This is an optimization exercise on Yosys and OpenROAD, whose aim is small area, a short achievable clock period and few clock cycles per item, not a production implementation.
Function was checked by simulation only, so behaviour that the tests miss may differ from the original.
Power and IR drop assume default switching activity.

--- design/flow/design.v ---
module viterbi_16bit (input [15:0] code_in, output [7:0] data_out);
  wire new_n25, new_n26, new_n27, new_n28, new_n29, new_n30, new_n31,
    new_n32, new_n33, new_n34, new_n35, new_n36, new_n37, new_n38, new_n39,
    new_n40, new_n41, new_n42, new_n43, new_n44, new_n45, new_n46, new_n47,
    new_n48, new_n49, new_n50, new_n51, new_n52, new_n53, new_n54, new_n55,
    new_n56, new_n57, new_n58, new_n59, new_n60, new_n61, new_n62, new_n63,
    new_n64, new_n65, new_n66, new_n67, new_n68, new_n69, new_n70, new_n71,
    new_n72, new_n73, new_n74, new_n75, new_n76, new_n77, new_n78, new_n79,
    new_n80, new_n81, new_n82, new_n83, new_n84, new_n85, new_n86, new_n87,
    new_n88, new_n89, new_n90, new_n91, new_n92, new_n93, new_n94, new_n95,
    new_n96, new_n97, new_n98, new_n99, new_n100, new_n101, new_n102,
    new_n103, new_n104, new_n105, new_n106, new_n107, new_n108, new_n109,
    new_n110, new_n111, new_n112, new_n113, new_n114, new_n115, new_n116,
    new_n117, new_n118, new_n119, new_n120, new_n121, new_n122, new_n123,
    new_n124, new_n125, new_n126, new_n127, new_n128, new_n129, new_n130,
    new_n131, new_n132, new_n133, new_n134, new_n135, new_n136, new_n137,
    new_n138, new_n139, new_n140, new_n141, new_n142, new_n144, new_n145,
    new_n146, new_n147, new_n148, new_n149, new_n150, new_n151, new_n152,
    new_n153, new_n154, new_n155, new_n156, new_n157, new_n158, new_n159,
    new_n160, new_n161, new_n162, new_n164, new_n165, new_n166, new_n167,
    new_n168, new_n169, new_n170, new_n171, new_n172, new_n173, new_n174,
    new_n175, new_n176, new_n177, new_n179, new_n180, new_n181, new_n182,
    new_n183, new_n184, new_n185, new_n186, new_n187, new_n188, new_n189,
    new_n190, new_n191, new_n192, new_n193, new_n194, new_n196, new_n197,
    new_n198, new_n199, new_n200, new_n201, new_n202, new_n203, new_n204,
    new_n205, new_n206, new_n207, new_n208, new_n209, new_n210, new_n211,
    new_n212, new_n213, new_n214, new_n215, new_n216, new_n218, new_n219,
    new_n220, new_n221, new_n223, new_n224, new_n226, new_n227, new_n228,
    new_n229;
  assign new_n25 = code_in[0] & code_in[1];
  assign new_n26 = ~code_in[2] & ~code_in[3];
  assign new_n27 = code_in[2] & code_in[3];
  assign new_n28 = ~new_n26 & ~new_n27;
  assign new_n29 = ~new_n25 & ~new_n28;
  assign new_n30 = ~code_in[0] & ~code_in[1];
  assign new_n31 = new_n28 & ~new_n30;
  assign new_n32 = ~new_n29 & ~new_n31;
  assign new_n33 = ~code_in[4] & ~code_in[5];
  assign new_n34 = code_in[4] & code_in[5];
  assign new_n35 = ~new_n33 & ~new_n34;
  assign new_n36 = code_in[3] & ~new_n35;
  assign new_n37 = ~code_in[3] & new_n35;
  assign new_n38 = ~new_n36 & ~new_n37;
  assign new_n39 = ~new_n32 & ~new_n38;
  assign new_n40 = ~new_n25 & ~new_n30;
  assign new_n41 = ~new_n32 & ~new_n40;
  assign new_n42 = ~code_in[6] & ~code_in[7];
  assign new_n43 = code_in[6] & code_in[7];
  assign new_n44 = ~new_n42 & ~new_n43;
  assign new_n45 = ~code_in[2] & ~code_in[4];
  assign new_n46 = code_in[2] & code_in[4];
  assign new_n47 = ~new_n45 & ~new_n46;
  assign new_n48 = new_n44 & ~new_n47;
  assign new_n49 = ~new_n44 & new_n47;
  assign new_n50 = ~new_n48 & ~new_n49;
  assign new_n51 = ~new_n25 & ~new_n31;
  assign new_n52 = ~code_in[5] & new_n51;
  assign new_n53 = code_in[5] & ~new_n51;
  assign new_n54 = ~new_n52 & ~new_n53;
  assign new_n55 = new_n44 & new_n54;
  assign new_n56 = ~new_n44 & ~new_n54;
  assign new_n57 = ~new_n55 & ~new_n56;
  assign new_n58 = ~new_n50 & new_n57;
  assign new_n59 = code_in[8] & ~code_in[9];
  assign new_n60 = ~code_in[8] & code_in[9];
  assign new_n61 = ~new_n59 & ~new_n60;
  assign new_n62 = ~code_in[4] & ~code_in[6];
  assign new_n63 = code_in[4] & code_in[6];
  assign new_n64 = ~new_n62 & ~new_n63;
  assign new_n65 = new_n28 & ~new_n64;
  assign new_n66 = ~new_n28 & new_n64;
  assign new_n67 = ~new_n65 & ~new_n66;
  assign new_n68 = new_n61 & new_n67;
  assign new_n69 = ~new_n61 & ~new_n67;
  assign new_n70 = ~new_n68 & ~new_n69;
  assign new_n71 = ~new_n41 & new_n70;
  assign new_n72 = new_n58 & ~new_n71;
  assign new_n73 = ~code_in[12] & ~code_in[13];
  assign new_n74 = code_in[12] & code_in[13];
  assign new_n75 = ~new_n73 & ~new_n74;
  assign new_n76 = code_in[11] & ~new_n75;
  assign new_n77 = ~code_in[11] & new_n75;
  assign new_n78 = ~new_n76 & ~new_n77;
  assign new_n79 = new_n61 & new_n78;
  assign new_n80 = ~new_n61 & ~new_n78;
  assign new_n81 = ~new_n79 & ~new_n80;
  assign new_n82 = new_n72 & new_n81;
  assign new_n83 = ~new_n32 & new_n50;
  assign new_n84 = ~new_n57 & ~new_n83;
  assign new_n85 = ~new_n70 & new_n84;
  assign new_n86 = ~new_n41 & new_n57;
  assign new_n87 = new_n70 & ~new_n84;
  assign new_n88 = ~new_n86 & ~new_n87;
  assign new_n89 = ~new_n85 & new_n88;
  assign new_n90 = ~new_n82 & new_n89;
  assign new_n91 = ~new_n72 & ~new_n90;
  assign new_n92 = ~new_n39 & new_n91;
  assign new_n93 = ~new_n39 & ~new_n54;
  assign new_n94 = ~new_n44 & ~new_n58;
  assign new_n95 = ~new_n93 & ~new_n94;
  assign new_n96 = ~code_in[10] & ~code_in[11];
  assign new_n97 = code_in[10] & code_in[11];
  assign new_n98 = ~new_n96 & ~new_n97;
  assign new_n99 = code_in[9] & ~new_n98;
  assign new_n100 = ~code_in[9] & new_n98;
  assign new_n101 = ~new_n99 & ~new_n100;
  assign new_n102 = new_n95 & new_n101;
  assign new_n103 = ~new_n95 & ~new_n101;
  assign new_n104 = ~new_n102 & ~new_n103;
  assign new_n105 = ~new_n85 & new_n104;
  assign new_n106 = ~new_n92 & new_n105;
  assign new_n107 = new_n92 & ~new_n104;
  assign new_n108 = ~new_n105 & ~new_n107;
  assign new_n109 = ~new_n39 & new_n108;
  assign new_n110 = ~new_n72 & new_n109;
  assign new_n111 = ~new_n84 & new_n110;
  assign new_n112 = ~new_n106 & ~new_n111;
  assign new_n113 = new_n41 & new_n112;
  assign new_n114 = new_n38 & ~new_n113;
  assign new_n115 = ~new_n39 & ~new_n114;
  assign new_n116 = ~new_n86 & new_n91;
  assign new_n117 = new_n108 & ~new_n116;
  assign new_n118 = ~code_in[14] & ~code_in[15];
  assign new_n119 = code_in[14] & code_in[15];
  assign new_n120 = ~new_n118 & ~new_n119;
  assign new_n121 = code_in[13] & ~new_n120;
  assign new_n122 = ~code_in[13] & new_n120;
  assign new_n123 = ~new_n121 & ~new_n122;
  assign new_n124 = new_n98 & new_n123;
  assign new_n125 = ~new_n98 & ~new_n123;
  assign new_n126 = ~new_n124 & ~new_n125;
  assign new_n127 = ~new_n117 & ~new_n126;
  assign new_n128 = ~new_n81 & ~new_n116;
  assign new_n129 = ~new_n109 & new_n128;
  assign new_n130 = new_n90 & new_n126;
  assign new_n131 = ~new_n129 & new_n130;
  assign new_n132 = ~new_n127 & ~new_n131;
  assign new_n133 = new_n108 & ~new_n132;
  assign new_n134 = new_n93 & new_n133;
  assign new_n135 = new_n81 & new_n116;
  assign new_n136 = ~new_n128 & ~new_n135;
  assign new_n137 = ~new_n108 & new_n136;
  assign new_n138 = new_n120 & ~new_n132;
  assign new_n139 = ~new_n137 & new_n138;
  assign new_n140 = ~new_n112 & ~new_n132;
  assign new_n141 = new_n129 & new_n140;
  assign new_n142 = ~new_n120 & ~new_n141;
  assign data_out[6] = ~new_n139 & ~new_n142;
  assign new_n144 = code_in[13] & data_out[6];
  assign new_n145 = ~new_n120 & new_n133;
  assign new_n146 = ~new_n137 & ~new_n145;
  assign new_n147 = new_n107 & new_n132;
  assign new_n148 = new_n113 & new_n147;
  assign new_n149 = new_n81 & new_n140;
  assign new_n150 = code_in[15] & ~new_n75;
  assign new_n151 = ~code_in[15] & new_n75;
  assign new_n152 = ~new_n150 & ~new_n151;
  assign new_n153 = ~new_n149 & new_n152;
  assign new_n154 = ~new_n148 & new_n153;
  assign new_n155 = ~new_n146 & ~new_n154;
  assign new_n156 = ~code_in[13] & ~data_out[6];
  assign new_n157 = ~new_n155 & ~new_n156;
  assign new_n158 = ~new_n144 & new_n157;
  assign new_n159 = code_in[13] & new_n108;
  assign new_n160 = ~new_n98 & ~new_n110;
  assign new_n161 = ~new_n159 & ~new_n160;
  assign new_n162 = new_n155 & new_n161;
  assign data_out[4] = new_n158 | new_n162;
  assign new_n164 = new_n98 & ~data_out[4];
  assign new_n165 = ~new_n98 & data_out[4];
  assign new_n166 = ~new_n164 & ~new_n165;
  assign new_n167 = ~new_n78 & new_n155;
  assign new_n168 = new_n78 & ~new_n155;
  assign new_n169 = ~new_n167 & ~new_n168;
  assign new_n170 = new_n166 & new_n169;
  assign new_n171 = new_n84 & ~new_n110;
  assign new_n172 = new_n61 & ~new_n171;
  assign new_n173 = new_n116 & ~new_n172;
  assign new_n174 = new_n61 & ~new_n116;
  assign new_n175 = ~new_n106 & ~new_n174;
  assign new_n176 = ~new_n173 & new_n175;
  assign new_n177 = ~new_n166 & new_n176;
  assign data_out[3] = new_n170 | new_n177;
  assign new_n179 = new_n61 & ~data_out[3];
  assign new_n180 = ~new_n61 & data_out[3];
  assign new_n181 = ~new_n179 & ~new_n180;
  assign new_n182 = ~new_n134 & ~new_n181;
  assign new_n183 = code_in[9] & data_out[4];
  assign new_n184 = ~code_in[9] & ~data_out[4];
  assign new_n185 = ~new_n183 & ~new_n184;
  assign new_n186 = new_n182 & new_n185;
  assign new_n187 = new_n41 & new_n114;
  assign new_n188 = new_n182 & ~new_n187;
  assign new_n189 = new_n54 & ~new_n86;
  assign new_n190 = ~new_n171 & new_n189;
  assign new_n191 = ~new_n91 & ~new_n190;
  assign new_n192 = new_n91 & ~new_n95;
  assign new_n193 = ~new_n191 & ~new_n192;
  assign new_n194 = ~new_n188 & new_n193;
  assign data_out[2] = new_n186 | new_n194;
  assign new_n196 = ~new_n47 & data_out[2];
  assign new_n197 = new_n47 & ~data_out[2];
  assign new_n198 = ~new_n196 & ~new_n197;
  assign new_n199 = ~new_n35 & ~new_n198;
  assign new_n200 = ~code_in[3] & ~new_n32;
  assign new_n201 = ~new_n86 & new_n200;
  assign new_n202 = ~code_in[7] & data_out[3];
  assign new_n203 = code_in[7] & ~data_out[3];
  assign new_n204 = ~new_n202 & ~new_n203;
  assign new_n205 = new_n50 & ~new_n204;
  assign new_n206 = new_n35 & new_n58;
  assign new_n207 = ~new_n113 & ~new_n206;
  assign new_n208 = ~new_n205 & new_n207;
  assign new_n209 = ~new_n201 & ~new_n208;
  assign new_n210 = new_n198 & new_n209;
  assign new_n211 = ~new_n199 & ~new_n210;
  assign new_n212 = ~code_in[2] & ~new_n211;
  assign new_n213 = code_in[2] & new_n211;
  assign new_n214 = ~new_n212 & ~new_n213;
  assign new_n215 = ~new_n115 & ~new_n214;
  assign new_n216 = ~new_n51 & new_n115;
  assign data_out[0] = new_n215 | new_n216;
  assign new_n218 = ~new_n50 & new_n204;
  assign new_n219 = ~code_in[3] & new_n50;
  assign new_n220 = ~new_n218 & ~new_n219;
  assign new_n221 = ~new_n198 & new_n220;
  assign data_out[1] = new_n210 | new_n221;
  assign new_n223 = ~new_n75 & ~new_n155;
  assign new_n224 = new_n75 & new_n155;
  assign data_out[5] = ~new_n223 & ~new_n224;
  assign new_n226 = ~new_n141 & ~new_n152;
  assign new_n227 = new_n155 & ~new_n226;
  assign new_n228 = ~new_n138 & new_n226;
  assign new_n229 = ~new_n155 & new_n228;
  assign data_out[7] = new_n227 | new_n229;
endmodule
module viterbi_decoder(
    input clk, reset, start,
    input [383:0] code_in,
    output reg [191:0] data_out,
    output reg done
);
    wire [191:0] dec;
    genvar i;
    generate
        for (i = 0; i < 24; i = i + 1) begin : decoder
            viterbi_16bit decoder (
                .code_in(code_in[16*i +: 16]),
                .data_out(dec[8*i +: 8])
            );
        end
    endgenerate
    always @(posedge clk or negedge reset)
        if (!reset) done <= 1'b0;
        else        done <= start;
    always @(posedge clk)
        data_out <= dec;
endmodule
--- design/flow/flow/run.sh ---
#!/bin/bash
# The standard layout (the standard.sh, unchanged synthesis), with the port
# buffers that buffer_ports inserts on every input and output made the
# minimum-size buffer instead of the delay buffer it picks by default.
set -uo pipefail
export BUFFER_PORTS_ARGS="-buffer_cell sky130_fd_sc_hd__buf_1"
bash standard.sh finish > standard_flow.log 2>&1
rc=$?
tail -n 40 standard_flow.log
exit $rc
--- design/flow/standard.sh ---
#!/bin/bash
# synth_recipe.tcl (not shown) runs the flow's synth.tcl, then flattens the netlist and writes it again
# the make line also repeats each setting of config.mk as NAME=value (left out here)
make -C /OpenROAD-flow-scripts/flow DESIGN_CONFIG=/design/flow/config.mk WORK_HOME=/design/flow/orfs CLKGATE_MAP_FILE= SYNTH_SCRIPT=/design/flow/synth_recipe.tcl "${@:-finish}"
--- design/flow/config.mk ---
export PLATFORM = sky130hd
export DESIGN_NAME = viterbi_decoder
export DESIGN_NICKNAME = viterbi_decoder
export VERILOG_FILES = /design/flow/design.v
export SDC_FILE = /design/flow/constraint.sdc
export NUM_CORES = 4
export LEC_CHECK = 0
export ABC_AREA = 1
export CAP_MARGIN = 20
export CORE_MARGIN = 2
export CORE_UTILIZATION = 60
export SLEW_MARGIN = 20
--- design/flow/constraint.sdc ---
create_clock -name core_clock -period 10.0 [get_ports {clk}]
set_input_delay 2.0000 -clock core_clock [delete_from_list [all_inputs] [get_ports {clk}]]
set_output_delay 2.0000 -clock core_clock [all_outputs]
set_load 0.01 [all_outputs]
==> notes.md <==
Fin. Hold Viols=0; CTS root buf=clkbuf_16; Tightest Pin Transition=0.626 ns; first-pass GRT wire length=129,000 um; Pwr Total=6700 uW; Syn Area/Cell=5.90 um2; Die Y=221 um; Setup WS pre-CTS=4.00 ns; All-Layer GR Usage=32.5%; cells after synthesis=4,770; count leader, synth=nand2_1; Synth area leaders=nand2_1 19%, nand3_1 14%, dfxtp_1 14%; Final Critical Period=5.48 ns; final WL=82,100 um; Critical Path RT=10.42 ns; Max transition margin=57.9%; synthesized flop and latch total=193; Layout area overhead=12.5%; largest net degree at the start of global routing=17; H-tree depth=4; Hold Path Class=input port to asynchronous set/reset pin; Setup Fix Bufs, Post-CTS=0; Max-Cap Viols=0; Yosys warnings=1; Post-synth top cells=1,432 x nand2_1, 806 x nand3_1, 745 x inv_1, 278 x xor2_1, 206 x nand2_2; clk slew on worst S/H paths=0.08 ns; peak supply drop=0.000141 V; Slew Viols, Final=0; RSZ-0062 raised after global routing=no; hold_buf cts=0; initial drt markers=2,136; vias per cell=5.25; Starting Density=60.6%; Final Wtd Congestion=1.01; CP Launch Type=input port; Sinks on Clock Net=193; CTS tree=done; setup TNS=0 ns; final setup vio count=0; Critical Path Max Stage Delay=0.44 ns; I/O pin count=580; slowest CP cell=xnor2_1; core area=46,500 um2; largest fanout on the critical path=6; Num CTS Buffers=17; library cells used by synthesis=50; share of the synthesized area in the top cell type=19.1%; initial antenna violation count=24; CTS Buffer Depth=2; cell taking the most area after synthesis=nand2_1; Fmax=182 MHz; DR vias=31,520; asr flop ratio synth=0.518%; post-route ant nets=0; Post-Synthesis Cell Area=28,100 um2; DR DRC count=0; leak pwr=0.0175 uW; worst setup margin=4.52 ns; Post-synth top flop=dfxtp_1; HPWL after detailed placement=70,300 um; period utilization=54.8%; Worst Path Arrival=5.90 ns; register area share after synthesis=13.7%; Post-synth EDFFs=0; multi-input combinational cell area=21,300 um2; wire per inst=13.7 um; P per Cell Area=212 nW/um2; Crit Path Class=input port to flop; status=no timing/DRC/antenna violations; total congestion overflow=0; Most common cell on crit path=nand2_1; chip width=221 um; Post-CTS Resized=0; FILL cells=4,553; DIE AREA=48,700 um2; vias in the first global route=27,790; syn_nets=5,229; layout cell share with drive strength beyond 1=11.3%; Crit. End Element=flop; Register Area=3870 um2; drt pass-1 iters=7; Rows=79; buffers added on ports=579; Net count, final=5,820
[routing by layer]
| metal | wire, um | GRT usage [%] | vias to the layer above | share of wire (%) |
|---|---|---|---|---|
| li1 | - | - | 16391 | - |
| met1 | 34600 | 38.8 | 13970 | 42 |
| met3 | 6130 | 8.37 | 200 | 7.5 |
| met5 | 96 | 0 | - | 0.12 |
| met2 | 37900 | 54.9 | 945 | 46 |
| met4 | 3380 | 14.4 | 14 | 4.1 |
[cells in the final DEF, fill, tap and decap left out, drive strengths merged]
cell type,count
nand3b,60
buf,579
clkinvlp,3
a31oi,9
a31o,5
xor2,294
a21boi,17
clkbuf,22
xnor2,139
o211ai,6
diode,20
nor2,155
nand3,918
inv,791
a41oi,1
clkinv,4
or2,87
dfrtp,1
ha,72
o32ai,8
o21ai,191
nor3,14
a21oi,40
o21a,10
o21bai,15
dfxtp,192
and2,2
nand4,75
mux2,4
nand2,1660
[sequential cells by signal, summed over array words and instances, names as in the netlist]
| name | cells |
|---|---|
| data_out | 192 |
| done | 1 |
[stage by stage]
| step | utilization (%) | instance area [um2] | hold WS, ns | std cells |
|---|---|---|---|---|
| floorplan | - | 28100 | 1.70 | 4770 |
| global placement | 66.8 | 31000 | 1.77 | 5949 |
| detailed placement | 66.8 | 31000 | 1.77 | 5949 |
| CTS | 68.0 | 31600 | 1.21 | 5981 |
| global route | 68.1 | 31600 | 1.24 | 5992 |
| finish | 68.1 | 31700 | 1.24 | 6001 |
[cells by family after synthesis]
| kind of cell | Yosys count | share of synthesized area (%) |
|---|---|---|
| mux | 4 | 0.160 |
| fa+ha+maj | 72 | 3.20 |
| xor+xnor | 433 | 14.4 |
| simple gates | 2971 | 51.3 |
| buf+inv | 795 | 10.6 |
| flops | 193 | 13.7 |
| compound gates | 302 | 6.56 |
[worst max-delay path, delay by kind of cell]
kind            cells  cell delay, ns
simple gates       23            2.38
xor+xnor            2            0.66
buf+inv             5            0.43
compound gates      1            0.25
fa+ha+maj           1            0.17
[report_power, final]
part	leakage, uW	total (uW)	switching [uW]	internal (uW)
logic	0.0156	4710	3140	1570
clock network	0.000270	697	351	346
registers	0.00163	1290	132	1160
[cell type report]
type	instances	area share (%)
tap	607	2.40
timing repair buffer	579	6.87
clock inverter	10	0.241
antenna	20	0.158
multi-input combinational	3782	67.2
inverter	788	9.35
sequential	193	12.2
clock buffer	22	1.53
[worst max path at each step]
stage | start | to | slack [ns]
2_1_floorplan | code_in[48] | data_out[24] | 4.79
3_3_place_gp | code_in[217] | data_out[104] | 4.06
3_5_place_dp | code_in[217] | data_out[104] | 4.00
4_1_cts | code_in[217] | data_out[104] | 4.56
5_1_grt | code_in[2] | data_out[0] | 3.98
6_report | code_in[265] | data_out[128] | 4.52
Testbench counts, summed over its fixed seeds: cycles 384, items 384.

[afterwards: timing with drivers on the ports]
No port has a modelled driver above. Below, the same layout with a new extraction and two added sets of constraints. Step 1 assumes that a clkbuf_16 drives the clock port and a buf_2 every other input. Step 2 adds t to the input delays and takes it off the output delays; t is the mean of the earliest and latest rising clock arrival at the registers after step 1. Input paths then give back, and output paths get back, about the clock's delay inside the block. a / b / c = no drivers / after step 1 / after step 2; a / b = the first two.
shift t [ns]: 0.579
setup WS [ns]: 4.516 / 4.543 / 3.965
pins driven straight from the clock port: 1
After both steps this run still meets setup and hold. The setup slack of this run moves by +0.027 ns with the drivers and by -0.551 ns with both steps.
